This is an optimization exercise on Yosys and OpenROAD, whose aim is small area, not a production implementation.
Where RTL was checked, it was by simulation tests only, not by an equivalence proof against the original.
The RTL of run 1 was laid out without a check of its function.
Power figures rest on the tool's default switching activity, not on a simulated workload.

==> design/flow/design.v <==
module sync_shfifo #(
    parameter FIFO_WIDTH = 32,
    parameter FIFO_ADDR  = 5,
    parameter FIFO_DEPTH = 1 << FIFO_ADDR,
    parameter FIFO_AE_THRESHOLD = 1,
    parameter FIFO_AF_THRESHOLD = FIFO_DEPTH -1)
(
    input                           clk,
    input                           rst_n,
    input                           fifo_wen,
    input      [FIFO_WIDTH-1 :0]    fifo_wdat,
    input                           fifo_ren,
    output     [FIFO_WIDTH-1 :0]    fifo_rdat,
    output                          fifo_empty,
    output                          fifo_full,
    output                          fifo_aempty,
    output                          fifo_afull,
    output     [FIFO_ADDR :0]       fifo_wcnt,
    output reg [FIFO_ADDR :0]       fifo_rcnt,
    output reg                      fifo_wr_full_err,
    output reg                      fifo_rd_empty_err
);
reg  [FIFO_WIDTH-1 :0]   fifo_data[FIFO_DEPTH-1 :0];
reg  [FIFO_ADDR-1 :0]    fifo_rd_ptr;
wire [FIFO_ADDR-1 :0]    fifo_wr_ptr = fifo_rd_ptr + fifo_rcnt[FIFO_ADDR-1:0];
wire wr_acc = fifo_wen & ~fifo_full;
wire rd_acc = fifo_ren & ~fifo_empty;
wire [3:0]              wr_lo, rd_lo;
wire [7:0]              wr_hi, rd_hi;
wire [FIFO_DEPTH-1 :0]  wr_en, rd_sel;
genvar gk, gb;
generate
    for (gk = 0; gk < 4; gk = gk + 1) begin : g_lo
        assign wr_lo[gk] = wr_acc & (fifo_wr_ptr[1:0] == gk);
        assign rd_lo[gk] = fifo_rd_ptr[1:0] == gk;
    end
    for (gk = 0; gk < 8; gk = gk + 1) begin : g_hi
        assign wr_hi[gk] = fifo_wr_ptr[4:2] == gk;
        assign rd_hi[gk] = fifo_rd_ptr[4:2] == gk;
    end
    for (gk = 0; gk < FIFO_DEPTH; gk = gk + 1) begin : g_dec
        sync_shfifo_and2 u_wr (.a(wr_hi[gk/4]), .b(wr_lo[gk%4]), .y(wr_en[gk]));
        sync_shfifo_and2 u_rd (.a(rd_hi[gk/4]), .b(rd_lo[gk%4]), .y(rd_sel[gk]));
    end
endgenerate
integer i;
always @(posedge clk)
begin
    for (i = 0; i < FIFO_DEPTH; i = i + 1)
        if (wr_en[i])
            fifo_data[i] <= fifo_wdat;
end
generate
    for (gb = 0; gb < FIFO_WIDTH; gb = gb + 1) begin : g_rd
        wire [FIFO_DEPTH-1 :0] col;
        for (gk = 0; gk < FIFO_DEPTH; gk = gk + 1) begin : g_col
            assign col[gk] = fifo_data[gk][gb];
        end
        sync_shfifo_rdbit u_rd (.d(col), .sel(rd_sel), .q(fifo_rdat[gb]));
    end
endgenerate
always @(posedge clk or negedge rst_n)
begin
    if(~rst_n)
        fifo_rd_ptr <= 'b0;
    else if(rd_acc)
        fifo_rd_ptr <= fifo_rd_ptr + 'b1;
end
always @(posedge clk or negedge rst_n)
begin
    if(~rst_n)
        fifo_rcnt <= 'b0;
    else if(wr_acc & ~rd_acc)
        fifo_rcnt <= fifo_rcnt + 'b1;
    else if(rd_acc & ~wr_acc)
        fifo_rcnt <= fifo_rcnt - 'b1;
end
assign fifo_wcnt   = FIFO_DEPTH - fifo_rcnt;
assign fifo_full   = fifo_rcnt[FIFO_ADDR];
assign fifo_empty  = fifo_rcnt == 'b0;
assign fifo_aempty = fifo_rcnt <= FIFO_AE_THRESHOLD;
assign fifo_afull  = fifo_rcnt >= FIFO_AF_THRESHOLD;
always @(posedge clk or negedge rst_n) begin
    if(~rst_n)
        fifo_wr_full_err <= 'b0;
    else if(fifo_full & fifo_wen)
        fifo_wr_full_err <= 'b1;
end
always @(posedge clk or negedge rst_n) begin
    if(~rst_n)
        fifo_rd_empty_err <= 'b0;
    else if(fifo_empty & fifo_ren)
        fifo_rd_empty_err <= 'b1;
end
endmodule
module sync_shfifo_and2 (input a, input b, output y);
assign y = a & b;
endmodule
module sync_shfifo_rdbit (
    input  [31:0] d,
    input  [31:0] sel,
    output        q
);
wire [10:0] g;
wire [2:0]  h;
genvar i;
generate
    for (i = 0; i < 10; i = i + 1) begin : g_aoi
        sync_shfifo_aoi222 u_aoi (.d(d[3*i+2:3*i]), .s(sel[3*i+2:3*i]), .y(g[i]));
    end
endgenerate
sync_shfifo_aoi222 u_aoi10 (.d({d[31:30], d[30]}), .s({sel[31:30], sel[30]}), .y(g[10]));
sync_shfifo_nand4  u_nd0 (.a(g[3:0]),  .y(h[0]));
sync_shfifo_nand4  u_nd1 (.a(g[7:4]),  .y(h[1]));
sync_shfifo_nand3  u_nd2 (.a(g[10:8]), .y(h[2]));
assign q = |h;
endmodule
module sync_shfifo_aoi222 (input [2:0] d, input [2:0] s, output y);
assign y = ~|(d & s);
endmodule
module sync_shfifo_nand4 (input [3:0] a, output y);
assign y = ~&a;
endmodule
module sync_shfifo_nand3 (input [2:0] a, output y);
assign y = ~&a;
endmodule
==> design/flow/flow/run.sh <==
#!/bin/bash
# Standard ORFS layout (the standard.sh, standard synthesis unchanged) with
# two changes to how the layout is made:
#  - port buffers are sky130_fd_sc_hd__buf_2 instead of the default pick;
#  - power recovery after global routing downsizes cells off the critical path.
set -uo pipefail
export BUFFER_PORTS_ARGS="-buffer_cell sky130_fd_sc_hd__buf_2"
export RECOVER_POWER=100
bash standard.sh > standard.log 2>&1
rc=$?
# keep every tool's log beside this run
mkdir -p orfs_logs
cp -r orfs/logs/. orfs_logs/ 2>/dev/null || true
exit $rc
==> design/flow/standard.sh <==
#!/bin/bash
# synth_recipe.tcl (not shown) runs the flow's synth.tcl, then flattens the netlist and writes it again
# the make line also repeats each setting of config.mk as NAME=value (left out here)
make -C /OpenROAD-flow-scripts/flow DESIGN_CONFIG=/design/flow/config.mk WORK_HOME=/design/flow/orfs CLKGATE_MAP_FILE= SYNTH_SCRIPT=/design/flow/synth_recipe.tcl "${@:-finish}"
==> design/flow/config.mk <==
export PLATFORM = sky130hd
export DESIGN_NAME = sync_shfifo
export DESIGN_NICKNAME = sync_shfifo
export VERILOG_FILES = /design/flow/design.v
export SDC_FILE = /design/flow/constraint.sdc
export NUM_CORES = 4
export LEC_CHECK = 0
export CAP_MARGIN = 10
export CORE_MARGIN = 2
export CORE_UTILIZATION = 55
export CTS_BUF_LIST = sky130_fd_sc_hd__clkbuf_8
export CTS_CLUSTER_DIAMETER = 60
export CTS_CLUSTER_SIZE = 16
export SLEW_MARGIN = 10
export SYNTH_HIERARCHICAL = 1
==> design/flow/constraint.sdc <==
create_clock -name core_clock -period 7.0 [get_ports {clk}]
set_input_delay 1.4000 -clock core_clock [delete_from_list [all_inputs] [get_ports {clk}]]
set_output_delay 1.4000 -clock core_clock [all_outputs]
set_load 0.01 [all_outputs]
==> results.sh, run 1 <==
export IMPL_status="finished with violations"
export IMPL_failed_checks="capacitance limit, slew limit"
export IMPL_reg2regPathDepth=8
export IMPL_r2r_start="fifo_rcnt[0]"
export IMPL_synth_top_area_share_pct=83.8
export IMPL_pwr_share_comb_pct=25.3
export IMPL_synth_seq_cells=1037
export IMPL_htree_levels=3
export IMPL_firstDrtPassIters=14
export IMPL_hold_slack_ps=471
export IMPL_tns_ps=0
export IMPL_clkTransAtPathRegs_ps=90
export IMPL_ys_top_cells_by_area="edfxtp_1, a222oi_1, nand4_1"
export IMPL_fp_dieArea_um2=68800
export IMPL_final_common_cell="edfxtp_1"
export IMPL_switchingPower_mw=4.81
export IMPL_die_x_um=262
export IMPL_grt_pass1_vias=20000
export IMPL_cts_resized=0
export IMPL_power_density_nw_per_um2=366
export IMPL_synthArstFlopShare_pct=1.25
export IMPL_final_core_util_pct=60.1
export IMPL_path_depth=8
export IMPL_core_um2=65900
export IMPL_clockRootBuffer="clkbuf_8"
export IMPL_cts_tree="done"
export IMPL_grt_start_max_net_pins=35
export IMPL_timing_fmax_mhz=171
export IMPL_num_vias=20700
export IMPL_cap_violations=42
export IMPL_vias_per_cell=7.36
export IMPL_synth_edff_count=1024
export IMPL_finalCriticalPeriod_ps=5860
export IMPL_holdPathEnd="fifo_wr_full_err"
export IMPL_io_pins=86
export IMPL_rr_endpoint="fifo_data[28][1]"
export IMPL_cts_sinks=1037
export IMPL_path_buf_inv=1
export IMPL_drive_gt1_share_pct=8.44
export IMPL_internal_power_mw=9.68
export IMPL_clkLatencyLatePin_ps=710
export IMPL_seq_power_share_pct=54.2
export IMPL_avgSynthCellArea_um2=21.4
export IMPL_p_clk_share_pct=20.5
export IMPL_clock_skew_ps=30.6
export IMPL_critical_path_slowest_cell="clkbuf_1"
export IMPL_finalInstanceArea_um2=39600
export IMPL_power_leakage_nw=12.1
export IMPL_portBuffers=85
export IMPL_cp_end_kind="flop"
export IMPL_hpwl_um=58100
export IMPL_area_growth_pct=7.95
export IMPL_nets=1963
export IMPL_fin_crit_sh_pct=83.7
export IMPL_criticalPathCategory="flop to flop"
export IMPL_cp_top_family="buffers and inverters"
export IMPL_gp_congestion=0.818
export IMPL_cpPeakStageDelay_ps=1470
export IMPL_worst_setup_path_start_kind="flop"
export IMPL_final_setup_viol_count=0
export IMPL_whs_path_depth=1
export IMPL_rsz0062_at_grt="no"
export IMPL_synth_area_um2=36700
export IMPL_cts_setup_buffers=0
export IMPL_post_drt_wl_per_cell_um=38.1
export IMPL_hold_class="flop to flop"
export IMPL_cts_buffer_depth=3
export IMPL_ys_flop_type="edfxtp_1"
export IMPL_hold_violations=0
export IMPL_maxSlewHeadroom_pct=-117
export IMPL_reg2reg_slack_ps=1140
export IMPL_gr_total_overflow=0
export IMPL_path_cells="ha_1 > fa_1 > a21o_1 > a21oi_1 > xnor2_1 > a211oi_1 > and2_0 > clkbuf_1"
export IMPL_start_util_pct=55.7
export IMPL_yosysSeqAreaShare_pct=84.7
export IMPL_rows=94
export IMPL_grt_pass1_wl_um=148000
export IMPL_pre_cts_slack_ps=2650
export IMPL_antenna_found_initial=3
export IMPL_tightest_slew_ps=3250
export IMPL_drtIter0Drc=4097
export IMPL_arrival_ps=6150
export IMPL_hold_start="fifo_wr_full_err"
export IMPL_track_usage_pct=30.7
export IMPL_required_ps=7290
export IMPL_yosysWarnings=8
export IMPL_peakVddDrop_mv=0.200
export IMPL_synth_cells=1713
export IMPL_synth_cell_types=40
export IMPL_mostFrequentLayoutCells="edfxtp_1, a222oi_1, clkbuf_1, clkbuf_8, nand4_1"
export IMPL_die_h_um=262
export IMPL_fin_ws_ps=1140
export IMPL_ant_nets=0
export IMPL_cts_buffers=77
export IMPL_cts_hold_buffers_added=0
export IMPL_drc=0
export IMPL_drt_total_wl_um=107000
export IMPL_place_area_um2=38600
export IMPL_drv_slew=1049
export IMPL_switching_share_pct=33.2
export IMPL_critPathMaxFanout=18
export IMPL_yosysTopAreaCell="edfxtp_1"
export IMPL_synthesis_nets=1762
## sequential cells by signal (all words and copies together) (netlist names)
| name | flops |
|---|---|
| fifo_rd_empty_err | 1 |
| fifo_rd_ptr | 5 |
| fifo_data | 1024 |
| fifo_rcnt | 6 |
| fifo_wr_full_err | 1 |
## modules after synthesis (local to each module, per instance)
module / cell area, um^2 / copies in the design / cells
sync_shfifo: 32000 / 1 / 1169
sync_shfifo_nand4: 6.26 / 64 / 1
sync_shfifo_and2: 6.26 / 64 / 1
sync_shfifo_aoi222: 10.0 / 352 / 1
sync_shfifo_nand3: 5.00 / 32 / 1
sync_shfifo_rdbit: 6.26 / 32 / 1
## synth_stat cells (2+ instances only)
| library cell | n |
|---|---|
| a21oi_2 | 2 |
| nand4_1 | 68 |
| dfrtp_1 | 13 |
| xnor2_1 | 9 |
| nor3_1 | 8 |
| xor2_1 | 9 |
| nor3b_1 | 7 |
| nand2_1 | 10 |
| inv_1 | 6 |
| buf_4 | 3 |
| nor2b_1 | 2 |
| edfxtp_1 | 1024 |
| and2_1 | 64 |
| a211oi_1 | 4 |
| a21oi_1 | 2 |
| a222oi_1 | 352 |
| nand3_1 | 32 |
| a21o_1 | 4 |
| nor4bb_1 | 2 |
| and3b_1 | 2 |
| nor2_1 | 14 |
| nand3b_1 | 2 |
| and3_1 | 2 |
| or3_1 | 33 |
| o21ai_0 | 4 |
| nor4_1 | 2 |
| buf_2 | 4 |
| ha_1 | 12 |
| clkbuf_1 | 6 |
## per-layer routing
| layer | track usage, % | share of wire (%) | up-vias |
|---|---|---|---|
| met5 | 0 | 0.010 | - |
| met1 | 42.1 | 36 | 10600 |
| li1 | - | - | 8288 |
| met2 | 48.7 | 47 | 1521 |
| met3 | 6.39 | 12 | 210 |
| met4 | 11.9 | 3.8 | 2 |
## how the worst max path moves through the flow
stage	from	endpoint	slack [ps]
final	fifo_rcnt[0]	fifo_data[28][1]	1140
after global routing	fifo_rcnt[0]	fifo_data[28][1]	1000
after CTS	fifo_rd_ptr[0]	fifo_rdat[4]	1880
after detailed placement	fifo_rd_ptr[0]	fifo_rdat[4]	2650
after global placement	fifo_rd_ptr[0]	fifo_rdat[4]	2640
after floorplan	fifo_rd_ptr[2]	fifo_rdat[0]	3120
## power groups by stage
stage	sequential [mW]	combinational, mW	clock, mW
global route	7.90	3.82	3.21
CTS	7.79	3.76	3.00
finish	7.85	3.67	2.96
global placement	7.91	3.72	0
floorplan	7.83	1.92	0
detailed placement	7.94	3.74	0
## per-stage QoR
step | instances | total power, mW
after floorplan | 1713 | 9.75
after global placement | 2699 | 11.6
after detailed placement | 2699 | 11.7
after CTS | 2808 | 14.6
after global routing | 2809 | 14.9
final | 2809 | 14.5
## logic make-up (layout without fill, tap and decap cells)
| group | after synthesis | after routing | synth area share, % |
|---|---|---|---|
| adders and majority gates | 13 | 13 | 0.464 |
| muxes | 1 | 1 | 0.0273 |
| AOI/OAI and AO/OA | 370 | 370 | 9.94 |
| buffers and inverters | 20 | 251 | 0.269 |
| xor gates and xnor gates | 18 | 18 | 0.430 |
| DFF | 1037 | 1037 | 84.7 |
| other | 0 | 1 | 0 |
| and+or+nand+nor | 254 | 254 | 4.15 |
## layout make-up
| type | instances | area [um^2] |
|---|---|---|
| antenna | 1 | 2.50 |
| multi-input combinational | 656 | 5550 |
| clock buffer | 79 | 1090 |
| tap | 864 | 1080 |
| inverter | 6 | 22.5 |
| clock inverter | 30 | 188 |
| sequential | 1037 | 31100 |
| timing repair buffer | 136 | 587 |
| fill | 4821 | 26300 |
==> run 2, diff against run 1 <==
--- a/design/flow/design.v
+++ b/design/flow/design.v
@@ -101,7 +101,7 @@
     input  [31:0] sel,
     output        q
 );
-wire [10:0] g;
+wire [9:0]  g;
 wire [2:0]  h;
 genvar i;
 generate
@@ -109,10 +109,9 @@
         sync_shfifo_aoi222 u_aoi (.d(d[3*i+2:3*i]), .s(sel[3*i+2:3*i]), .y(g[i]));
     end
 endgenerate
-sync_shfifo_aoi222 u_aoi10 (.d({d[31:30], d[30]}), .s({sel[31:30], sel[30]}), .y(g[10]));
 sync_shfifo_nand4  u_nd0 (.a(g[3:0]),  .y(h[0]));
 sync_shfifo_nand4  u_nd1 (.a(g[7:4]),  .y(h[1]));
-sync_shfifo_nand3  u_nd2 (.a(g[10:8]), .y(h[2]));
+sync_shfifo_aoi22_nand3 u_nd2 (.g(g[9:8]), .d(d[31:30]), .s(sel[31:30]), .y(h[2]));
 assign q = |h;
 endmodule
 module sync_shfifo_aoi222 (input [2:0] d, input [2:0] s, output y);
@@ -121,6 +120,6 @@
 module sync_shfifo_nand4 (input [3:0] a, output y);
 assign y = ~&a;
 endmodule
-module sync_shfifo_nand3 (input [2:0] a, output y);
-assign y = ~&a;
+module sync_shfifo_aoi22_nand3 (input [1:0] g, input [1:0] d, input [1:0] s, output y);
+assign y = ~(g[0] & g[1] & ~|(d & s));
 endmodule
==> design/flow/flow/run.sh (replaced) <==
#!/bin/bash
# Standard ORFS layout (the standard.sh, standard synthesis unchanged) with:
#  - port buffers sky130_fd_sc_hd__buf_1;
#  - power recovery after global routing (downsizes cells off the critical
#    path), followed by a repair_design pass to restore slew/cap limits.
set -uo pipefail
export BUFFER_PORTS_ARGS="-buffer_cell sky130_fd_sc_hd__buf_1"
export RECOVER_POWER=100
export POST_GLOBAL_ROUTE_TCL=$PWD/flow/post_grt.tcl
bash standard.sh > standard.log 2>&1
rc=$?
mkdir -p orfs_logs
cp -r orfs/logs/. orfs_logs/ 2>/dev/null || true
exit $rc
==> design/flow/flow/post_grt.tcl (new file) <==
# after power recovery: fix any slew/cap violation it introduced
global_route -start_incremental
repair_design -verbose -cap_margin $::env(CAP_MARGIN) -slew_margin $::env(SLEW_MARGIN)
detailed_placement
global_route -end_incremental
estimate_parasitics -global_routing
report_check_types -max_slew -max_capacitance -violators
==> run 2 against run 1 <==
  * Now clean on timing, DRC and antenna
  * Fmax is 13% higher
  * Non-clock buffer count is 22 higher
  * Critical path depth stayed put
  * Register-to-register slack better by 1500 ps
  * Sequential power is 1% lower
  * Die area is 0.21% lower
  * Via count is 0.25% lower
  * Worst setup slack better by 660 ps
  * Clock skew is 6.0 ps lower
==> results.sh, run 2 <==
export IMPL_drc=0
export IMPL_tns_ps=0
export IMPL_cts_sinks=1037
export IMPL_max_flop_register="fifo_data"
export IMPL_yosysSeqAreaShare_pct=84.9
export IMPL_grt_pass1_wl_um=145000
export IMPL_final_common_cell="edfxtp_1"
export IMPL_synth_edff_count=1024
export IMPL_start_util_pct=55.6
export IMPL_path_cells="inv_1 > ha_1 > and2_1 > buf_4 > a222oi_1 > nand4_1 > or3_1 > buf_1"
export IMPL_status="finished clean"
export IMPL_post_drt_wl_per_cell_um=37.0
export IMPL_die_x_um=262
export IMPL_arrival_ps=3800
export IMPL_fillers=4732
export IMPL_criticalPathCategory="flop to output port"
export IMPL_synth_seq_cells=1037
export IMPL_antenna_found_initial=8
export IMPL_avgSynthCellArea_um2=21.4
export IMPL_critical_path_slowest_cell="and2_1"
export IMPL_hold_violations=0
export IMPL_vias_per_cell=7.33
export IMPL_yosysWarnings=8
export IMPL_clockRootBuffer="clkbuf_8"
export IMPL_largest_reg_flops=1024
export IMPL_synth_common_cells="edfxtp_1, a222oi_1, nand4_1"
export IMPL_fin_crit_sh_pct=74.3
export IMPL_reg_top3="fifo_data x1024, fifo_rcnt x6, fifo_rd_ptr x5"
export IMPL_finalInstanceArea_um2=39900
export IMPL_gr_total_overflow=0
export IMPL_tightest_slew_ps=1300
export IMPL_ys_flop_type="edfxtp_1"
export IMPL_synth_area_um2=36600
export IMPL_htree_levels=3
export IMPL_drtIter0Drc=4057
export IMPL_synth_cells=1713
export IMPL_grt_pass1_vias=20100
export IMPL_synthArstFlopShare_pct=1.25
export IMPL_power_leakage_nw=12.3
export IMPL_gp_congestion=0.809
export IMPL_hpwl_um=53300
export IMPL_hold_class="flop to flop"
export IMPL_ys_top_cells_by_area="edfxtp_1, a222oi_1, nand4_1"
export IMPL_clock_skew_ps=24.6
export IMPL_cp_end_kind="output port"
export IMPL_cts_hold_buffers_added=0
export IMPL_cts_setup_buffers=0
export IMPL_yosysTopAreaCell="edfxtp_1"
export IMPL_worst_setup_path_start_kind="flop"
export IMPL_maxSlewHeadroom_pct=13.3
export IMPL_cts_resized=0
export IMPL_ant_nets=0
export IMPL_track_usage_pct=30.6
export IMPL_synthesis_nets=1762
export IMPL_power_density_nw_per_um2=358
export IMPL_drt_total_wl_um=104000
export IMPL_clkLatencyLatePin_ps=690
export IMPL_cts_buffer_depth=3
export IMPL_yosys_cell_count_top_type="edfxtp_1"
export IMPL_cpPeakStageDelay_ps=530
export IMPL_drv_slew=0
export IMPL_finalPower_mw=14.3
export IMPL_drive_gt1_share_pct=11.3
export IMPL_portBuffers=85
export IMPL_nets=1983
export IMPL_cts_buffers=75
export IMPL_finalCriticalPeriod_ps=5200
export IMPL_num_vias=20600
export IMPL_synth_cell_types=41
export IMPL_clkTransAtPathRegs_ps=100
export IMPL_peakVddDrop_mv=0.349
export IMPL_io_pins=86
export IMPL_area_growth_pct=9.12
export IMPL_die_h_um=262
export IMPL_mostFrequentLayoutCells="edfxtp_1, a222oi_1, clkbuf_8, nand4_1, buf_1"
export IMPL_core_um2=65900
export IMPL_critPathMaxFanout=17
export IMPL_cts_tree="done"
export IMPL_firstDrtPassIters=10
export IMPL_fp_dieArea_um2=68600
export IMPL_rows=94
export IMPL_timing_fmax_mhz=192
export IMPL_grt_start_max_net_pins=33
export IMPL_required_ps=5600
export IMPL_cap_violations=0
export IMPL_final_setup_viol_count=0
export IMPL_synth_top_area_share_pct=84.0
export IMPL_place_area_um2=38400
## run 2: cell type report
class                      count  area, um^2  share of cell area, %
antenna                        1        2.50                0.00627
multi-input combinational    656        5480                   13.7
sequential                  1037       31100                   77.8
clock buffer                  76        1050                   2.62
timing repair buffer         158        1160                   2.92
inverter                       6        22.5                 0.0564
clock inverter                13        67.6                  0.169
tap                          864        1080                   2.71
## run 2: final timing paths
| kind | start | cells past startpoint | endpoint | slack, ps |
|---|---|---|---|---|
| worst min register to register | fifo_rd_empty_err | 1 | fifo_rd_empty_err | 470 |
| worst max register to register | fifo_rcnt[0] | 8 | fifo_data[29][8] | 2660 |
| worst max-delay path | fifo_rd_ptr[0] | 8 | fifo_rdat[22] | 1800 |
| worst min-delay path | fifo_rd_empty_err | 1 | fifo_rd_empty_err | 470 |
| min in group asynchronous | rst_n | 1 | fifo_rd_ptr[1] | 770 |
| max in group asynchronous | rst_n | 1 | fifo_rcnt[3] | 5740 |
## run 2: layer usage
metal | track usage [%] | vias to the layer above | routed length (um)
met2 | 45.4 | 1461 | 47200
met1 | 44.1 | 10700 | 39700
met3 | 7.11 | 213 | 13200
met5 | 0 | - | 46
met4 | 13.2 | 8 | 4060
li1 | - | 8246 | -
## run 2: worst max-delay path: cells and delay by family (launching register included)
family / cells / cell delay, ps
AOI/OAI and AO/OA: 1 / 410
adders and majority gates: 1 / 310
buffers and inverters: 3 / 690
DFF: 1 / 450
and+or+nand+nor: 3 / 1230
## run 2: report_power, final
group | switching [mW] | internal, mW | leakage, nW
clock | 1.82 | 0.995 | 0.604
combinational | 2.66 | 1.06 | 2.35
sequential | 0.227 | 7.54 | 9.37
total | 4.71 | 9.60 | 12.3
## run 2: cells by family (layout without fill, tap and decap cells)
group,Yosys count,in the layout,synth area share (%)
xor+xnor,18,18,0.431
buf+inv,20,253,0.270
fa+ha+maj,13,13,0.465
mux,1,1,0.0273
compound gates,370,370,9.75
simple gates,254,254,4.16
flops,1037,1037,84.9
other cells,0,1,0
## run 2: Yosys stat by module, one instance, submodules excluded
module	flip-flops and latches	copies in the design	cell area, um^2
sync_shfifo_rdbit	0	32	6.26
sync_shfifo_and2	0	64	6.26
sync_shfifo	1037	1	32000
sync_shfifo_aoi222	0	320	10.0
sync_shfifo_nand4	0	64	6.26
sync_shfifo_aoi22_nand3	0	32	12.5
## run 2: per-stage QoR
stage,instances,worst slack [ps],util [%],hold WS (ps)
after floorplan,1713,3490,-,493
after global placement,2696,2680,58.2,438
after detailed placement,2696,2560,58.2,448
after CTS,2785,1790,59.9,469
final,2811,1800,60.6,466
==> run 3, diff against run 2 <==
==> design/flow/flow/run.sh (replaced) <==
#!/bin/bash
# Standard ORFS layout (the standard.sh, standard synthesis unchanged);
# the only change: port buffers are sky130_fd_sc_hd__buf_1 (repair_design
# then sizes up or buffers the ones with large loads).
set -uo pipefail
export BUFFER_PORTS_ARGS="-buffer_cell sky130_fd_sc_hd__buf_1"
bash standard.sh > standard.log 2>&1
rc=$?
mkdir -p orfs_logs
cp -r orfs/logs/. orfs_logs/ 2>/dev/null || true
exit $rc
==> design/flow/config.mk (replaced) <==
export PLATFORM = sky130hd
export DESIGN_NAME = sync_shfifo
export DESIGN_NICKNAME = sync_shfifo
export VERILOG_FILES = /design/flow/design.v
export SDC_FILE = /design/flow/constraint.sdc
export NUM_CORES = 4
export LEC_CHECK = 0
export CAP_MARGIN = 10
export CORE_MARGIN = 2
export CORE_UTILIZATION = 65
export CTS_BUF_LIST = sky130_fd_sc_hd__clkbuf_4
export CTS_CLUSTER_DIAMETER = 40
export CTS_CLUSTER_SIZE = 10
export SLEW_MARGIN = 10
export SYNTH_HIERARCHICAL = 1
removed: design/flow/flow/post_grt.tcl
==> run 3 against run 2 <==
  * Die area is 15% lower
  * Utilization is 11 points higher
  * Register-to-register slack better by 390 ps
  * Final area hardly changed
  * Fmax is 5.5% lower
  * Total power is 3.7% higher
  * Synthesized area stayed put
  * Via count is 1.2% higher
  * Non-clock buffer count is 24 lower
  * Clock-buffer cell count is 86 higher
  * Critical endpoint is now fifo_rdat[20]
==> results.sh, run 3 <==
export IMPL_vias_per_cell=7.45
export IMPL_die_x_um=241
export IMPL_yosysWarnings=8
export IMPL_peakVddDrop_mv=0.228
export IMPL_hpwl_um=54800
export IMPL_clkTransAtPathRegs_ps=110
export IMPL_tightest_slew_ps=1320
export IMPL_cts_buffer_depth=3
export IMPL_max_flop_register="fifo_data"
export IMPL_avgSynthCellArea_um2=21.4
export IMPL_power_density_nw_per_um2=371
export IMPL_finalCriticalPeriod_ps=5500
export IMPL_pre_cts_slack_ps=2620
export IMPL_clkLatencyLatePin_ps=1050
export IMPL_synthesis_nets=1762
export IMPL_largest_reg_flops=1024
export IMPL_synth_xor_area_share_pct=0.431
export IMPL_synth_fa_ha_area_share_pct=0.465
export IMPL_yosysTopAreaCell="edfxtp_1"
export IMPL_rows=86
export IMPL_fin_ws_ps=1500
export IMPL_synth_common_cells="edfxtp_1, a222oi_1, nand4_1"
export IMPL_synth_seq_cells=1037
export IMPL_required_ps=5600
export IMPL_hold_slack_ps=402
export IMPL_yosys_area_share_simple_pct=4.16
export IMPL_synth_edff_count=1024
export IMPL_synth_cell_types=41
export IMPL_fp_dieArea_um2=58200
export IMPL_finalPower_mw=14.8
export IMPL_reg_top3="fifo_data x1024, fifo_rcnt x6, fifo_rd_ptr x5"
export IMPL_cts_buffers=134
export IMPL_start_util_pct=66.0
export IMPL_grt_pass1_wl_um=144000
export IMPL_core_um2=55400
export IMPL_drc=0
export IMPL_mostFrequentLayoutCells="edfxtp_1, a222oi_1, clkbuf_4, nand4_1, buf_1"
export IMPL_synthArstFlopShare_pct=1.25
export IMPL_final_core_util_pct=72.1
export IMPL_cts_tree="done"
export IMPL_hold_violations=0
export IMPL_firstDrtPassIters=11
export IMPL_drt_total_wl_um=103000
export IMPL_final_setup_viol_count=0
export IMPL_synth_top_area_share_pct=84.0
export IMPL_area_growth_pct=9.13
export IMPL_clock_skew_ps=35.3
export IMPL_r2r_start="fifo_rcnt[0]"
export IMPL_clockRootBuffer="clkbuf_4"
export IMPL_cp_end_kind="output port"
export IMPL_cts_hold_buffers_added=0
export IMPL_rr_endpoint="fifo_data[30][23]"
export IMPL_drive_gt1_share_pct=15.7
export IMPL_cap_violations=0
export IMPL_rsz0062_at_grt="no"
export IMPL_synth_cells=1713
export IMPL_power_leakage_nw=12.5
export IMPL_cts_resized=0
export IMPL_die_h_um=241
export IMPL_io_pins=86
export IMPL_synth_mux_area_share_pct=0.0273
export IMPL_track_usage_pct=36.3
export IMPL_synth_top_family_by_area="compound AO/OA/AOI/OAI gates"
export IMPL_timing_fmax_mhz=182
export IMPL_final_common_cell="edfxtp_1"
export IMPL_gp_congestion=0.823
export IMPL_fin_crit_sh_pct=78.6
export IMPL_antenna_found_initial=7
export IMPL_criticalPathCategory="flop to output port"
export IMPL_portBuffers=85
export IMPL_hold_class="input port to async pin"
export IMPL_gr_total_overflow=0
export IMPL_ant_nets=0
export IMPL_ys_flop_type="edfxtp_1"
export IMPL_num_vias=20900
export IMPL_status="finished clean"
export IMPL_synth_area_um2=36600
export IMPL_yosysSeqAreaShare_pct=84.9
export IMPL_synth_compound_area_share_pct=9.75
export IMPL_drv_slew=0
export IMPL_reg2reg_slack_ps=3050
export IMPL_arrival_ps=4100
export IMPL_grt_pass1_vias=20400
export IMPL_cts_sinks=1037
export IMPL_critPathMaxFanout=19
export IMPL_grt_start_max_net_pins=33
export IMPL_ys_top_cells_by_area="edfxtp_1, a222oi_1, nand4_1"
export IMPL_maxSlewHeadroom_pct=11.9
export IMPL_reg2regPathDepth=8
export IMPL_htree_levels=4
export IMPL_tns_ps=0
export IMPL_cts_setup_buffers=0
export IMPL_post_drt_wl_per_cell_um=36.8
export IMPL_nets=2018
export IMPL_drtIter0Drc=4115
export IMPL_worst_setup_path_start_kind="flop"
export IMPL_yosys_cell_count_top_type="edfxtp_1"
## run 3: cell counts after synthesis
Identical to the previous run, type by type.
## run 3: kinds of logic after synthesis
kind of cell | after synthesis
simple gates | 254
flops | 1037
fa+ha+maj | 13
compound gates | 370
xor+xnor | 18
buf+inv | 20
mux | 1
## run 3: worst max-delay path: stages, from the launching register on
cell,delay [ps]
dfrtp_1,470
inv_1,110
ha_1,280
and2_1,460
buf_4,370
a222oi_1,380
nand4_1,380
or3_1,470
buf_1,140
## run 3: worst max-delay path by stage
stage,from,end,slack (ps),cells after the start
after floorplan,fifo_rd_ptr[3],fifo_rdat[0],3490,6
after global placement,fifo_rd_ptr[1],fifo_rdat[5],2690,8
after detailed placement,fifo_rd_ptr[1],fifo_rdat[20],2620,8
after CTS,fifo_rd_ptr[1],fifo_rdat[20],1520,8
after global routing,fifo_rd_ptr[1],fifo_rdat[18],1340,8
final,fifo_rd_ptr[1],fifo_rdat[20],1500,8
## run 3: cell type report
type | instances | area [um^2]
sequential | 1037 | 31100
fill | 3452 | 15500
multi-input combinational | 656 | 5490
clock buffer | 162 | 1220
tap | 748 | 936
timing repair buffer | 134 | 712
clock inverter | 44 | 458
antenna | 12 | 30.0
inverter | 6 | 22.5
## run 3: layer usage
metal / vias to the layer above / part of all wire [%] / GRT usage [%]
met5: - / 0.025 / 0
met4: 4 / 5.0 / 18.9
met3: 266 / 13 / 10.2
met2: 1591 / 47 / 55.6
met1: 10600 / 35 / 48.6
li1: 8438 / - / -
## run 3: where the power goes
group,leakage [nW],switching (mW),internal [mW],total [mW]
combinational,2.18,2.63,0.990,3.62
sequential,9.37,0.230,7.55,7.78
clock,0.991,1.96,1.47,3.43
## run 3: per-stage QoR
step           cells  cell area (um^2)
6_report        2799             39900
5_1_grt         2797             39900
4_1_cts         2787             39900
3_5_place_dp    2581             38200
3_3_place_gp    2581             38200
2_1_floorplan   1713             36600
## run 3: modules after synthesis (local to each module, per instance)
module                   cell area [um^2]  flip-flops and latches
sync_shfifo                         32000                    1037
sync_shfifo_and2                     6.26                       0
sync_shfifo_aoi222                   10.0                       0
sync_shfifo_aoi22_nand3              12.5                       0
sync_shfifo_nand4                    6.26                       0
sync_shfifo_rdbit                    6.26                       0
==> run 4, diff against run 3 <==
--- a/design/flow/config.mk
+++ b/design/flow/config.mk
@@ -8,8 +8,8 @@
 export CAP_MARGIN = 10
 export CORE_MARGIN = 2
 export CORE_UTILIZATION = 65
-export CTS_BUF_LIST = sky130_fd_sc_hd__clkbuf_4
-export CTS_CLUSTER_DIAMETER = 40
-export CTS_CLUSTER_SIZE = 10
+export CTS_BUF_LIST = sky130_fd_sc_hd__clkbuf_16
+export CTS_CLUSTER_DIAMETER = 60
+export CTS_CLUSTER_SIZE = 32
 export SLEW_MARGIN = 10
 export SYNTH_HIERARCHICAL = 1
==> run 4 against run 3 <==
  * Via count is 2.2% lower
  * First-iteration DRC count fell by 2.7%
  * Utilization about the same
  * Combinational power is essentially flat
  * Flip-flop and latch count stayed put
  * Critical path type unchanged
==> results.sh, run 4 <==
export IMPL_status="finished clean"
export IMPL_post_drt_wl_per_cell_um=37.9
export IMPL_grt_start_max_net_pins=33
export IMPL_worst_setup_path_start_kind="flop"
export IMPL_mostFrequentLayoutCells="edfxtp_1, a222oi_1, nand4_1, buf_1, and2_2"
export IMPL_criticalPathCategory="flop to output port"
export IMPL_antenna_found_initial=4
export IMPL_synth_edff_count=1024
export IMPL_synth_area_um2=36600
export IMPL_critPathMaxFanout=18
export IMPL_gr_total_overflow=0
export IMPL_ys_flop_type="edfxtp_1"
export IMPL_ys_top_cells_by_area="edfxtp_1, a222oi_1, nand4_1"
export IMPL_tightest_slew_ps=1300
export IMPL_drive_gt1_share_pct=10.7
export IMPL_synth_cell_types=41
export IMPL_synthArstFlopShare_pct=1.25
export IMPL_core_um2=55400
export IMPL_rsz0062_at_grt="no"
export IMPL_maxSlewHeadroom_pct=13.5
export IMPL_die_h_um=241
export IMPL_arrival_ps=3690
export IMPL_die_x_um=241
export IMPL_yosysTopAreaCell="edfxtp_1"
export IMPL_synthesis_nets=1762
export IMPL_pre_cts_slack_ps=2620
export IMPL_firstDrtPassIters=10
export IMPL_fp_dieArea_um2=58200
export IMPL_tns_ps=0
export IMPL_cap_violations=0
export IMPL_cpPeakStageDelay_ps=500
export IMPL_instances_no_fill=2672
export IMPL_power_density_nw_per_um2=372
export IMPL_drtIter0Drc=4003
export IMPL_hold_violations=0
export IMPL_dp_cells=2581
export IMPL_final_setup_viol_count=0
export IMPL_path_cells="inv_1 > ha_1 > and2_1 > buf_4 > a222oi_1 > nand4_1 > or3_1 > buf_1"
export IMPL_critical_path_slowest_cell="and2_1"
export IMPL_yosysWarnings=8
export IMPL_track_usage_pct=35.4
export IMPL_cts_buffers=48
export IMPL_synth_top_area_share_pct=84.0
export IMPL_cts_setup_buffers=0
export IMPL_final_core_util_pct=72.0
export IMPL_avgSynthCellArea_um2=21.4
export IMPL_drc=0
export IMPL_cts_buffer_depth=3
export IMPL_peakVddDrop_mv=0.339
export IMPL_yosysSeqAreaShare_pct=84.9
export IMPL_cts_hold_buffers_added=0
export IMPL_fin_crit_sh_pct=72.7
export IMPL_place_area_um2=38200
export IMPL_timing_fmax_mhz=197
export IMPL_required_ps=5600
export IMPL_gp_congestion=0.823
export IMPL_hold_class="flop to flop"
export IMPL_rows=86
export IMPL_hpwl_um=54800
export IMPL_clock_skew_ps=46.9
export IMPL_drv_slew=0
export IMPL_htree_levels=2
export IMPL_clkTransAtPathRegs_ps=100
export IMPL_cts_sinks=1037
export IMPL_max_flop_register="fifo_data"
export IMPL_ant_nets=0
export IMPL_num_vias=20400
export IMPL_vias_per_cell=7.63
export IMPL_finalInstanceArea_um2=39900
export IMPL_cp_end_kind="output port"
export IMPL_portBuffers=85
export IMPL_cts_tree="done"
export IMPL_cts_resized=0
export IMPL_drt_total_wl_um=101000
export IMPL_finalCriticalPeriod_ps=5090
export IMPL_reg_top3="fifo_data x1024, fifo_rcnt x6, fifo_rd_ptr x5"
export IMPL_final_common_cell="edfxtp_1"
export IMPL_clkLatencyLatePin_ps=660
export IMPL_start_util_pct=66.0
export IMPL_path_buf_inv=3
export IMPL_clockRootBuffer="clkbuf_16"
export IMPL_synth_common_cells="edfxtp_1, a222oi_1, nand4_1"
export IMPL_cp_top_family="simple AND/OR/NAND/NOR gates"
export IMPL_yosys_cell_count_top_type="edfxtp_1"
export IMPL_fin_ws_ps=1910
export IMPL_power_leakage_nw=12.4
export IMPL_grt_pass1_wl_um=141000
export IMPL_synth_seq_cells=1037
export IMPL_nets=1932
export IMPL_synth_cells=1713
export IMPL_io_pins=86
export IMPL_largest_reg_flops=1024
export IMPL_area_growth_pct=9.08
export IMPL_grt_pass1_vias=19400
==> run 4: final timing paths <==
path | start | end | slack, ps | cells after the start
hold reg to reg | fifo_wr_full_err | fifo_wr_full_err | 470 | 1
max in group asynchronous | rst_n | fifo_rd_ptr[4] | 5730 | 1
setup reg to reg | fifo_rcnt[0] | fifo_data[30][8] | 3020 | 8
setup / recovery | fifo_rd_ptr[1] | fifo_rdat[5] | 1910 | 8
hold / removal | fifo_wr_full_err | fifo_wr_full_err | 470 | 1
min in group asynchronous | rst_n | fifo_wr_full_err | 800 | 1
==> run 4: layout make-up <==
cell class	instances	area, um^2
diodes	5	12.5
clock buffers	50	1250
clock inverters	36	423
fillers	3356	15500
inverters	6	22.5
multi-input cells	656	5490
flip-flops and latches	1037	31100
well taps	748	936
repair buffers	134	711
==> run 4: kinds of logic after synthesis <==
logic type / count (synthesis) / synth area share (%)
multiplexers: 1 / 0.0273
buffers and inverters: 20 / 0.270
AO/OA/AOI/OAI: 370 / 9.75
flip-flops: 1037 / 84.9
adder cells (fa/ha/maj): 13 / 0.465
XOR/XNOR: 18 / 0.431
AND/OR/NAND/NOR: 254 / 4.16
==> run 4: stage by stage <==
step / power (mW) / hold slack [ps]
after floorplan: 9.73 / 493
after global placement: 11.4 / 439
after detailed placement: 11.5 / 452
after CTS: 14.8 / 475
after global routing: 15.3 / 499
final: 14.8 / 469
==> run 4: layer usage <==
layer,vias to the layer above,share of wire [%],track usage (%)
met3,235,13,8.35
li1,8204,-,-
met5,-,0.012,0
met1,10500,35,48.4
met4,2,4.9,16.2
met2,1459,47,55.2
==> run 4: power breakdown <==
part           internal [mW]  leakage, nW  switching [mW]
combinational          0.990         2.17            2.62
sequential              7.55         9.37           0.229
clock                   1.42        0.822            2.03
==> run 4: modules after synthesis (local to each module, per instance) <==
| module | copies in the design | cells |
|---|---|---|
| sync_shfifo | 1 | 1169 |
| sync_shfifo_and2 | 64 | 1 |
| sync_shfifo_aoi222 | 320 | 1 |
| sync_shfifo_aoi22_nand3 | 32 | 2 |
| sync_shfifo_nand4 | 64 | 1 |
| sync_shfifo_rdbit | 32 | 1 |
==> run 5, diff against run 4 <==
--- a/design/flow/config.mk
+++ b/design/flow/config.mk
@@ -7,9 +7,10 @@
 export LEC_CHECK = 0
 export CAP_MARGIN = 10
 export CORE_MARGIN = 2
-export CORE_UTILIZATION = 65
-export CTS_BUF_LIST = sky130_fd_sc_hd__clkbuf_16
+export CORE_UTILIZATION = 55
+export CTS_BUF_LIST = sky130_fd_sc_hd__clkbuf_8
 export CTS_CLUSTER_DIAMETER = 60
-export CTS_CLUSTER_SIZE = 32
+export CTS_CLUSTER_SIZE = 16
+export GPL_TIMING_DRIVEN = 0
 export SLEW_MARGIN = 10
 export SYNTH_HIERARCHICAL = 1
==> run 5 against run 4 <==
  * Wire length down 1.3%
  * Sequential power down 0.8%
  * Worst hold slack worse by 4.8 ps
  * Register-to-register slack better by 250 ps
  * Combinational power up 8.6%
  * Die area up 18%
  * Clock power down 19%
  * Synthesized area unchanged
  * Critical path depth unchanged
  * Cell count up 5.4%
  * Critical endpoint is now fifo_rdat[18]
  * Largest cell class unchanged
  * Highest routed layer unchanged
==> results.sh, run 5 <==
export IMPL_htree_levels=3
export IMPL_tightest_slew_ps=1240
export IMPL_path_buf_inv=3
export IMPL_multi_input_area_um2=5510
export IMPL_finalCriticalPeriod_ps=4980
export IMPL_cts_sinks=1037
export IMPL_hpwl_um=63100
export IMPL_yosysWarnings=8
export IMPL_num_vias=20200
export IMPL_die_h_um=262
export IMPL_seq_power_share_pct=53.5
export IMPL_yosys_cell_count_top_type="edfxtp_1"
export IMPL_cp_top_family="simple AND/OR/NAND/NOR gates"
export IMPL_finalInstanceArea_um2=40700
export IMPL_vias_per_cell=7.17
export IMPL_critical_path_slowest_cell="or3_1"
export IMPL_synth_common_cells="edfxtp_1, a222oi_1, nand4_1"
export IMPL_final_common_cell="edfxtp_1"
export IMPL_critPathMaxFanout=17
export IMPL_rows=94
export IMPL_status="finished clean"
export IMPL_drtIter0Drc=3571
export IMPL_drv_slew=0
export IMPL_switchingPower_mw=4.65
export IMPL_synth_cells=1713
export IMPL_synth_area_um2=36600
export IMPL_fp_dieArea_um2=68600
export IMPL_hold_class="flop to flop"
export IMPL_synth_top_area_share_pct=84.0
export IMPL_area_growth_pct=11.2
export IMPL_drt_total_wl_um=99800
export IMPL_portBuffers=85
export IMPL_cts_hold_buffers_added=0
export IMPL_grt_pass1_wl_um=140000
export IMPL_fillers=4668
export IMPL_cts_tree="done"
export IMPL_firstDrtPassIters=10
export IMPL_regArea_um2=31100
export IMPL_die_x_um=262
export IMPL_path_cells="clkbuf_1 > and3b_1 > and2_2 > buf_16 > a222oi_1 > nand3_1 > or3_1 > buf_1"
export IMPL_synth_edff_count=1024
export IMPL_gp_congestion=0.768
export IMPL_power_leakage_nw=12.5
export IMPL_tns_ps=0
export IMPL_cpPeakStageDelay_ps=450
export IMPL_post_drt_wl_per_cell_um=35.5
export IMPL_pre_cts_slack_ps=2790
export IMPL_max_flop_register="fifo_data"
export IMPL_synth_seq_cells=1037
export IMPL_yosysSeqAreaShare_pct=84.9
export IMPL_peakVddDrop_mv=0.265
export IMPL_clock_skew_ps=26.8
export IMPL_criticalPathCategory="flop to output port"
export IMPL_gr_total_overflow=0
export IMPL_worst_setup_path_start_kind="flop"
export IMPL_rsz0062_at_grt="no"
export IMPL_maxSlewHeadroom_pct=17.4
export IMPL_final_setup_viol_count=0
export IMPL_finalPower_mw=14.4
export IMPL_drc=0
export IMPL_hold_slack_ps=465
export IMPL_required_ps=5600
export IMPL_yosysTopAreaCell="edfxtp_1"
export IMPL_io_pins=86
export IMPL_track_usage_pct=29.3
export IMPL_ys_top_cells_by_area="edfxtp_1, a222oi_1, nand4_1"
export IMPL_internal_power_mw=9.76
export IMPL_grt_pass1_vias=20000
export IMPL_cp_end_kind="output port"
export IMPL_avgSynthCellArea_um2=21.4
export IMPL_dp_cells=2727
export IMPL_ys_flop_type="edfxtp_1"
export IMPL_mostFrequentLayoutCells="edfxtp_1, a222oi_1, clkbuf_8, nand4_1, buf_1"
export IMPL_cap_violations=0
export IMPL_cts_resized=0
export IMPL_arrival_ps=3580
export IMPL_reg_top3="fifo_data x1024, fifo_rcnt x6, fifo_rd_ptr x5"
export IMPL_clkLatencyLatePin_ps=690
export IMPL_timing_fmax_mhz=201
export IMPL_synth_cell_types=41
export IMPL_final_core_util_pct=61.8
export IMPL_p_clk_share_pct=19.3
export IMPL_antenna_found_initial=4
export IMPL_synthArstFlopShare_pct=1.25
export IMPL_power_density_nw_per_um2=354
export IMPL_cts_setup_buffers=0
export IMPL_cts_buffer_depth=3
export IMPL_core_um2=65900
export IMPL_clkTransAtPathRegs_ps=100
export IMPL_place_area_um2=39500
export IMPL_start_util_pct=55.6
export IMPL_drive_gt1_share_pct=12.4
export IMPL_fin_crit_sh_pct=71.1
export IMPL_grt_start_max_net_pins=33
export IMPL_synthesis_nets=1762
export IMPL_fin_ws_ps=2020
export IMPL_ant_nets=0
export IMPL_nets=1992
export IMPL_hold_violations=0
export IMPL_switching_share_pct=32.3
export IMPL_pwr_share_comb_pct=27.2
export IMPL_largest_reg_flops=1024
export IMPL_cts_buffers=75
export IMPL_clockRootBuffer="clkbuf_8"
export IMPL_instances_no_fill=2815
## run 5: changes by cell type in the layout (fill, tap and decap cells not counted), moves of 8 or more
cell | before | now
clkbuf_8 | 0 | 77
clkbuf_16 | 50 | 0
buf_4 | 49 | 3
buf_12 | 0 | 42
buf_16 | 0 | 22
and2_1 | 12 | 0
and2_2 | 52 | 64
clkinv_8 | 10 | 1
inv_6 | 8 | 0
## run 5: power by group through the flow
stage / Clock, mW / Sequential, mW / Combinational [mW]
2_1_floorplan: 0 / 7.82 / 1.90
3_3_place_gp: 0 / 7.88 / 3.53
3_5_place_dp: 0 / 7.86 / 3.90
4_1_cts: 2.83 / 7.72 / 3.91
5_1_grt: 3.03 / 7.76 / 4.11
6_report: 2.78 / 7.72 / 3.92
## run 5: Yosys stat by module (local to each module, per instance)
module                   times used  flip-flops and latches  cells inside  area (um^2)
sync_shfifo                       1                    1037          1169        32000
sync_shfifo_aoi22_nand3          32                       0             2         12.5
sync_shfifo_aoi222              320                       0             1         10.0
sync_shfifo_and2                 64                       0             1         6.26
sync_shfifo_nand4                64                       0             1         6.26
sync_shfifo_rdbit                32                       0             1         6.26
## run 5: path summary, 6_finish.rpt
path	start	to	slack, ps	cells after the start
worst max-delay path	fifo_rd_ptr[2]	fifo_rdat[18]	2020	8
worst min-delay path	fifo_wr_full_err	fifo_wr_full_err	460	1
worst max register to register	fifo_rcnt[0]	fifo_data[30][16]	3270	9
worst min register to register	fifo_wr_full_err	fifo_wr_full_err	460	1
max in group asynchronous	rst_n	fifo_rd_ptr[4]	5830	1
min in group asynchronous	rst_n	fifo_rd_empty_err	720	1
## run 5: area by class of cell
class	instances	share of cell area, %
clock inverters	7	0.117
inverters	6	0.0553
diodes	1	0.00615
multi-input cells	656	13.5
well taps	864	2.66
flip-flops and latches	1037	76.3
repair buffers	153	4.51
clock buffers	77	2.60
plain buffers	14	0.187
## run 5: routing by layer
layer / up-vias / routed length [um] / global-route usage (%)
li1: 8261 / - / -
met4: 6 / 3080 / 9.89
met5: - / 39 / 0
met2: 1241 / 47800 / 47.0
met3: 201 / 10800 / 4.86
met1: 10500 / 38100 / 41.5
## run 5: kinds of logic after synthesis
kind of cell | after synthesis | synth area share, %
buffers and inverters | 20 | 0.270
AOI/OAI and AO/OA | 370 | 9.75
xor gates and xnor gates | 18 | 0.431
and+or+nand+nor | 254 | 4.16
adders and majority gates | 13 | 0.465
DFF | 1037 | 84.9
muxes | 1 | 0.0273
==> run 6, diff against run 5 <==
--- a/design/flow/config.mk
+++ b/design/flow/config.mk
@@ -11,6 +11,5 @@
 export CTS_BUF_LIST = sky130_fd_sc_hd__clkbuf_8
 export CTS_CLUSTER_DIAMETER = 60
 export CTS_CLUSTER_SIZE = 16
-export GPL_TIMING_DRIVEN = 0
 export SLEW_MARGIN = 10
 export SYNTH_HIERARCHICAL = 1
==> run 6 against run 5 <==
  * Still clean on timing, DRC and antenna
  * Critical endpoint is now fifo_rdat[19]
  * Non-clock buffer count shrank 34
  * Critical path type unchanged
  * Total power is 1.4% lower
  * Fmax is 4.9% lower
  * Worst setup slack lost 250 ps
  * Final area is 3.0% lower
==> results.sh, run 6 <==
export IMPL_status="finished clean"
export IMPL_peakVddDrop_mv=0.350
export IMPL_fp_dieArea_um2=68600
export IMPL_cts_sinks=1037
export IMPL_cp_end_kind="output port"
export IMPL_area_growth_pct=7.90
export IMPL_vias_per_cell=7.33
export IMPL_ys_flop_type="edfxtp_1"
export IMPL_tightest_slew_ps=1310
export IMPL_power_density_nw_per_um2=360
export IMPL_largest_reg_flops=1024
export IMPL_crit_end="fifo_rdat[19]"
export IMPL_yosysSeqAreaShare_pct=84.9
export IMPL_mostFrequentLayoutCells="edfxtp_1, a222oi_1, clkbuf_8, buf_1, nand4_1"
export IMPL_clock_skew_ps=29.8
export IMPL_drc=0
export IMPL_reg2regPathDepth=8
export IMPL_rows=94
export IMPL_required_ps=5600
export IMPL_path_buf_inv=2
export IMPL_die_h_um=262
export IMPL_fin_crit_sh_pct=74.7
export IMPL_maxSlewHeadroom_pct=12.6
export IMPL_num_vias=20400
export IMPL_timing_fmax_mhz=191
export IMPL_drtIter0Drc=4252
export IMPL_start_util_pct=55.6
export IMPL_yosysTopAreaCell="edfxtp_1"
export IMPL_synthArstFlopShare_pct=1.25
export IMPL_hold_slack_ps=467
export IMPL_clkLatencyLatePin_ps=690
export IMPL_synth_common_cells="edfxtp_1, a222oi_1, nand4_1"
export IMPL_clockRootBuffer="clkbuf_8"
export IMPL_final_common_cell="edfxtp_1"
export IMPL_yosysWarnings=8
export IMPL_cap_violations=0
export IMPL_synth_cell_types=41
export IMPL_clkTransAtPathRegs_ps=100
export IMPL_ant_nets=0
export IMPL_cpPeakStageDelay_ps=920
export IMPL_drive_gt1_share_pct=10.7
export IMPL_grt_start_max_net_pins=33
export IMPL_grt_pass1_wl_um=145000
export IMPL_htree_levels=3
export IMPL_criticalPathCategory="flop to output port"
export IMPL_critPathMaxFanout=17
export IMPL_hold_class="flop to flop"
export IMPL_synth_cells=1713
export IMPL_die_x_um=262
export IMPL_yosys_cell_count_top_type="edfxtp_1"
export IMPL_r2r_start="fifo_rcnt[0]"
export IMPL_portBuffers=85
export IMPL_power_leakage_nw=12.1
export IMPL_grt_pass1_vias=20100
export IMPL_firstDrtPassIters=13
export IMPL_cts_setup_buffers=0
export IMPL_synthesis_nets=1762
export IMPL_hold_violations=0
export IMPL_fin_ws_ps=1770
export IMPL_path_cells="nor3b_1 > and2_1 > buf_4 > a222oi_1 > nand4_1 > or3_1 > buf_1"
export IMPL_pre_cts_slack_ps=2560
export IMPL_startpoint="fifo_rd_ptr[2]"
export IMPL_synth_edff_count=1024
export IMPL_rsz0062_at_grt="no"
export IMPL_gr_total_overflow=0
export IMPL_instances_no_fill=2786
export IMPL_path_depth=7
export IMPL_reg2reg_slack_ps=3010
export IMPL_cts_buffer_depth=3
export IMPL_final_setup_viol_count=0
export IMPL_finalCriticalPeriod_ps=5230
export IMPL_synth_top_area_share_pct=84.0
export IMPL_cts_buffers=75
export IMPL_antenna_found_initial=8
export IMPL_arrival_ps=3830
export IMPL_tns_ps=0
export IMPL_reg_top3="fifo_data x1024, fifo_rcnt x6, fifo_rd_ptr x5"
export IMPL_gp_congestion=0.809
export IMPL_cp_top_family="simple AND/OR/NAND/NOR gates"
export IMPL_core_um2=65900
export IMPL_critical_path_slowest_cell="and2_1"
export IMPL_avgSynthCellArea_um2=21.4
export IMPL_synth_seq_cells=1037
export IMPL_track_usage_pct=30.6
export IMPL_cts_resized=0
export IMPL_ys_top_cells_by_area="edfxtp_1, a222oi_1, nand4_1"
export IMPL_cts_tree="done"
export IMPL_io_pins=86
export IMPL_drt_total_wl_um=104000
export IMPL_dp_cells=2696
export IMPL_hpwl_um=53300
export IMPL_nets=1958
export IMPL_worst_setup_path_start_kind="flop"
export IMPL_post_drt_wl_per_cell_um=37.4
export IMPL_drv_slew=0
export IMPL_rr_endpoint="fifo_data[28][21]"
export IMPL_max_flop_register="fifo_data"
export IMPL_cts_hold_buffers_added=0
export IMPL_synth_area_um2=36600
==> run 6: cell counts after synthesis <==
Identical to the previous run, type by type.
==> run 6: worst min-delay path by stage <==
stage	from	to	slack, ps	cells after the start
after floorplan	fifo_rd_empty_err	fifo_rd_empty_err	490	1
after global routing	fifo_rd_empty_err	fifo_rd_empty_err	480	1
after global placement	fifo_rd_empty_err	fifo_rd_empty_err	440	1
after detailed placement	fifo_rd_empty_err	fifo_rd_empty_err	450	1
after CTS	fifo_rd_empty_err	fifo_rd_empty_err	470	1
final	fifo_rd_empty_err	fifo_rd_empty_err	470	1
==> run 6: modules after synthesis, one instance, submodules excluded <==
module | cells inside | copies in the design | flip-flops and latches
sync_shfifo | 1169 | 1 | 1037
sync_shfifo_rdbit | 1 | 32 | 0
sync_shfifo_aoi22_nand3 | 2 | 32 | 0
sync_shfifo_and2 | 1 | 64 | 0
sync_shfifo_aoi222 | 1 | 320 | 0
sync_shfifo_nand4 | 1 | 64 | 0
==> run 6: layer usage <==
| layer | vias to the layer above | track usage [%] | routed length (um) |
|---|---|---|---|
| li1 | 8189 | - | - |
| met1 | 10500 | 44.1 | 39200 |
| met2 | 1446 | 45.4 | 47200 |
| met3 | 232 | 7.11 | 13200 |
| met4 | 8 | 13.2 | 4470 |
| met5 | - | 0 | 46 |
==> run 6: stage by stage <==
step / utilization (%) / power, mW / area [um^2]
6_report: 60.0 / 14.2 / 39500
2_1_floorplan: - / 9.73 / 36600
3_5_place_dp: 58.2 / 11.5 / 38400
3_3_place_gp: 58.2 / 11.4 / 38400
5_1_grt: 60.0 / 14.7 / 39500
4_1_cts: 59.9 / 14.2 / 39500
==> run 6: kinds of logic (layout without fill, tap and decap cells) <==
family          Yosys count  count (layout)  synth area share (%)
other cells               0               1                     0
xor+xnor                 18              18                 0.431
simple gates            254             254                  4.16
buf+inv                  20             228                 0.270
flops                  1037            1037                  84.9
compound gates          370             370                  9.75
fa+ha+maj                13              13                 0.465
mux                       1               1                0.0273
==> run 6: power breakdown <==
group	internal (mW)	switching (mW)	total [mW]
Sequential	7.55	0.229	7.78
Clock	0.995	1.82	2.81
Combinational	0.987	2.64	3.63
==> run 6: cell type report <==
cell class	count	area (um^2)
tap	864	1080
clock inverter	13	67.6
timing repair buffer	133	696
multi-input combinational	656	5500
fill	4761	26400
sequential	1037	31100
clock buffer	76	1050
inverter	6	22.5
antenna	1	2.50
==> run 7, diff against run 6 <==
--- a/design/flow/config.mk
+++ b/design/flow/config.mk
@@ -7,7 +7,7 @@
 export LEC_CHECK = 0
 export CAP_MARGIN = 10
 export CORE_MARGIN = 2
-export CORE_UTILIZATION = 55
+export CORE_UTILIZATION = 70
 export CTS_BUF_LIST = sky130_fd_sc_hd__clkbuf_8
 export CTS_CLUSTER_DIAMETER = 60
 export CTS_CLUSTER_SIZE = 16
==> run 7 against run 6 <==
  * Still clean
  * Worst hold slack improved by 3.7 ps
  * Global-route usage up 7.1 points
  * Via count rose by 1.5%
  * Clock skew is 7.2 ps lower
  * Sequential power is essentially flat
  * Clock power up 2%
  * Cell count decreased by 6.1%
  * Final area is 0.23% lower
  * Critical endpoint is now fifo_rdat[9]
  * Highest routed layer unchanged
==> results.sh, run 7 <==
export IMPL_status="finished clean"
export IMPL_htree_levels=3
export IMPL_grt_pass1_wl_um=140000
export IMPL_avgSynthCellArea_um2=21.4
export IMPL_die_h_um=233
export IMPL_reg_top3="fifo_data x1024, fifo_rcnt x6, fifo_rd_ptr x5"
export IMPL_post_drt_wl_per_cell_um=38.0
export IMPL_final_setup_viol_count=0
export IMPL_synth_xor_area_share_pct=0.431
export IMPL_pwr_share_comb_pct=25.1
export IMPL_final_common_cell="edfxtp_1"
export IMPL_hold_violations=0
export IMPL_start_util_pct=71.1
export IMPL_finalInstanceArea_um2=39400
export IMPL_yosysWarnings=8
export IMPL_clkLatencyLatePin_ps=690
export IMPL_hold_slack_ps=471
export IMPL_peakVddDrop_mv=0.400
export IMPL_synth_common_cells="edfxtp_1, a222oi_1, nand4_1"
export IMPL_area_growth_pct=7.65
export IMPL_antenna_found_initial=4
export IMPL_synth_top_area_share_pct=84.0
export IMPL_maxSlewHeadroom_pct=14.4
export IMPL_criticalPathCategory="flop to output port"
export IMPL_arrival_ps=3730
export IMPL_drc=0
export IMPL_track_usage_pct=37.6
export IMPL_cts_tree="done"
export IMPL_fp_dieArea_um2=54100
export IMPL_switchingPower_mw=4.60
export IMPL_synth_compound_area_share_pct=9.75
export IMPL_hpwl_um=51300
export IMPL_clock_skew_ps=22.6
export IMPL_vias_per_cell=7.92
export IMPL_crit_end="fifo_rdat[9]"
export IMPL_synthesis_nets=1762
export IMPL_ys_flop_type="edfxtp_1"
export IMPL_clkTransAtPathRegs_ps=100
export IMPL_cts_buffer_depth=3
export IMPL_synth_fa_ha_area_share_pct=0.465
export IMPL_regArea_um2=31100
export IMPL_timing_fmax_mhz=195
export IMPL_fin_ws_ps=1870
export IMPL_internal_power_mw=9.65
export IMPL_nets=1966
export IMPL_finalCriticalPeriod_ps=5130
export IMPL_io_pins=86
export IMPL_max_flop_register="fifo_data"
export IMPL_core_um2=51500
export IMPL_num_vias=20700
export IMPL_fillers=2859
export IMPL_gp_congestion=0.800
export IMPL_tightest_slew_ps=1280
export IMPL_final_core_util_pct=76.5
export IMPL_tns_ps=0
export IMPL_rows=83
export IMPL_yosysTopAreaCell="edfxtp_1"
export IMPL_yosys_cell_count_top_type="edfxtp_1"
export IMPL_synth_cells=1713
export IMPL_grt_start_max_net_pins=33
export IMPL_power_leakage_nw=12.2
export IMPL_place_area_um2=38200
export IMPL_rr_endpoint="fifo_data[19][4]"
export IMPL_drive_gt1_share_pct=10.2
export IMPL_power_density_nw_per_um2=362
export IMPL_gr_total_overflow=0
export IMPL_yosysSeqAreaShare_pct=84.9
export IMPL_rsz0062_at_grt="no"
export IMPL_r2r_start="fifo_rcnt[0]"
export IMPL_cts_buffers=75
export IMPL_startpoint="fifo_rd_ptr[1]"
export IMPL_drtIter0Drc=4476
export IMPL_die_x_um=233
export IMPL_multi_input_area_um2=5470
export IMPL_cts_hold_buffers_added=0
export IMPL_cts_sinks=1037
export IMPL_fin_crit_sh_pct=73.2
export IMPL_clockRootBuffer="clkbuf_8"
export IMPL_yosys_area_share_simple_pct=4.16
export IMPL_reg2reg_slack_ps=3320
export IMPL_largest_reg_flops=1024
export IMPL_drt_total_wl_um=99500
export IMPL_ys_top_cells_by_area="edfxtp_1, a222oi_1, nand4_1"
export IMPL_cap_violations=0
export IMPL_cp_end_kind="output port"
export IMPL_synth_edff_count=1024
export IMPL_synthArstFlopShare_pct=1.25
export IMPL_seq_power_share_pct=54.7
export IMPL_synth_mux_area_share_pct=0.0273
export IMPL_worst_setup_path_start_kind="flop"
export IMPL_cts_resized=0
export IMPL_synth_seq_cells=1037
export IMPL_switching_share_pct=32.3
export IMPL_drv_slew=0
export IMPL_required_ps=5600
export IMPL_cts_setup_buffers=0
export IMPL_reg2regPathDepth=8
export IMPL_synth_cell_types=41
export IMPL_synth_area_um2=36600
export IMPL_p_clk_share_pct=20.2
export IMPL_portBuffers=85
export IMPL_grt_pass1_vias=20400
export IMPL_pre_cts_slack_ps=2690
export IMPL_hold_class="flop to flop"
export IMPL_mostFrequentLayoutCells="edfxtp_1, a222oi_1, clkbuf_8, nand4_1, buf_1"
export IMPL_ant_nets=0
export IMPL_firstDrtPassIters=10
export IMPL_critPathMaxFanout=20
export IMPL_synth_top_family_by_area="compound AO/OA/AOI/OAI gates"
==> run 7: cell types whose count changed in the layout (fill, tap and decap cells not counted), sizes merged <==
cell,previous run,this run
bufinv,0,2
clkbuf,89,96
buf,120,124
inv,17,16
clkinv,1,2
diode,1,2
==> run 7: power groups by stage <==
stage	Sequential, mW	Combinational [mW]	Clock, mW
6_report	7.79	3.58	2.88
5_1_grt	7.84	3.71	3.11
4_1_cts	7.79	3.48	2.90
3_5_place_dp	7.93	3.46	0
3_3_place_gp	7.89	3.41	0
2_1_floorplan	7.82	1.90	0
==> run 7: modules after synthesis (local to each module, per instance) <==
module | area, um^2 | cells inside
sync_shfifo_aoi222 | 10.0 | 1
sync_shfifo_aoi22_nand3 | 12.5 | 2
sync_shfifo_rdbit | 6.26 | 1
sync_shfifo | 32000 | 1169
sync_shfifo_nand4 | 6.26 | 1
sync_shfifo_and2 | 6.26 | 1
==> run 7: how the worst min path moves through the flow <==
| stage | slack (ps) | start | depth (start not counted) | end |
|---|---|---|---|---|
| floorplan | 490 | fifo_rd_empty_err | 1 | fifo_rd_empty_err |
| global placement | 440 | fifo_wr_full_err | 1 | fifo_wr_full_err |
| detailed placement | 450 | fifo_rd_empty_err | 1 | fifo_rd_empty_err |
| CTS | 470 | fifo_wr_full_err | 1 | fifo_wr_full_err |
| global route | 490 | fifo_rd_empty_err | 1 | fifo_rd_empty_err |
| finish | 470 | fifo_wr_full_err | 1 | fifo_wr_full_err |
==> run 7: area by class of cell <==
type | count | share of cell area [%]
antenna | 2 | 0.0127
timing repair buffer | 141 | 1.95
tap | 680 | 2.16
multi-input combinational | 656 | 13.9
clock buffer | 79 | 2.76
inverter | 6 | 0.0572
sequential | 1037 | 78.9
clock inverter | 15 | 0.302
==> run 7: critical path: stages, from the launching register on <==
cell and delay, ps:
dfrtp_1 480, inv_1 120, ha_1 280, and2_1 500, buf_4 420, a222oi_1 380, nand4_1 220, or3_1 470
buf_1 160
==> run 7: routing by layer <==
metal	track usage (%)	vias to the layer above	routed length, um
li1	-	8216	-
met1	50.9	10300	32800
met2	58.3	1913	46900
met3	10.1	274	15000
met4	17.6	4	4720
met5	0	-	23
==> run 7: logic make-up after synthesis <==
kind of cell               after synthesis
and+or+nand+nor                        254
buffers and inverters                   20
muxes                                    1
AOI/OAI and AO/OA                      370
xor gates and xnor gates                18
adders and majority gates               13
DFF                                   1037
==> run 7: through the flow <==
stage               power, mW  std cells
floorplan                9.73       1713
global placement         11.3       2519
detailed placement       11.4       2519
CTS                      14.2       2613
global route             14.7       2616
finish                   14.3       2616

[afterwards: timing with drivers on the ports]
How much do the figures lean on ideal ports? The routed layouts below were timed once more, with nothing changed but the port constraints.
Step 1, drivers: a clkbuf_16 drives clk and a buf_2 each remaining input, both assumed.
Step 2 times the ports against the registers' clock, not the clock port: input delays grow and output delays shrink by t, the midpoint of the rising clock arrivals with the driver on.
Slacks: ideal ports / drivers / drivers and shift; pairs: ideal ports / drivers.
run | t, ns | slack for setup (ns) | worst setup path after step 2 | worst data-port slew with drivers (ns) | cell pins on the clock port's net
run 1 | 0.757 | 1.140 / 1.140 / 0.966 | input to register | 0.15 | 1
run 2 | 0.740 | 1.800 / 1.740 / 2.360 | input to register | 0.13 | 1
run 3 | 1.081 | 1.497 / 1.437 / 2.518 | register to output | 0.12 | 1
run 4 | 0.694 | 1.913 / 1.853 / 2.546 | register to output | 0.13 | 1
run 5 | 0.744 | 2.023 / 1.962 / 2.706 | register to output | 0.13 | 1
run 6 | 0.738 | 1.770 / 1.710 / 2.448 | register to output | 0.13 | 1
run 7 | 0.742 | 1.873 / 1.815 / 2.558 | register to output | 0.13 | 1
For run 1, which loses most, drivers alone change the setup slack by 0.000 ns; drivers and shift together by -0.174 ns.
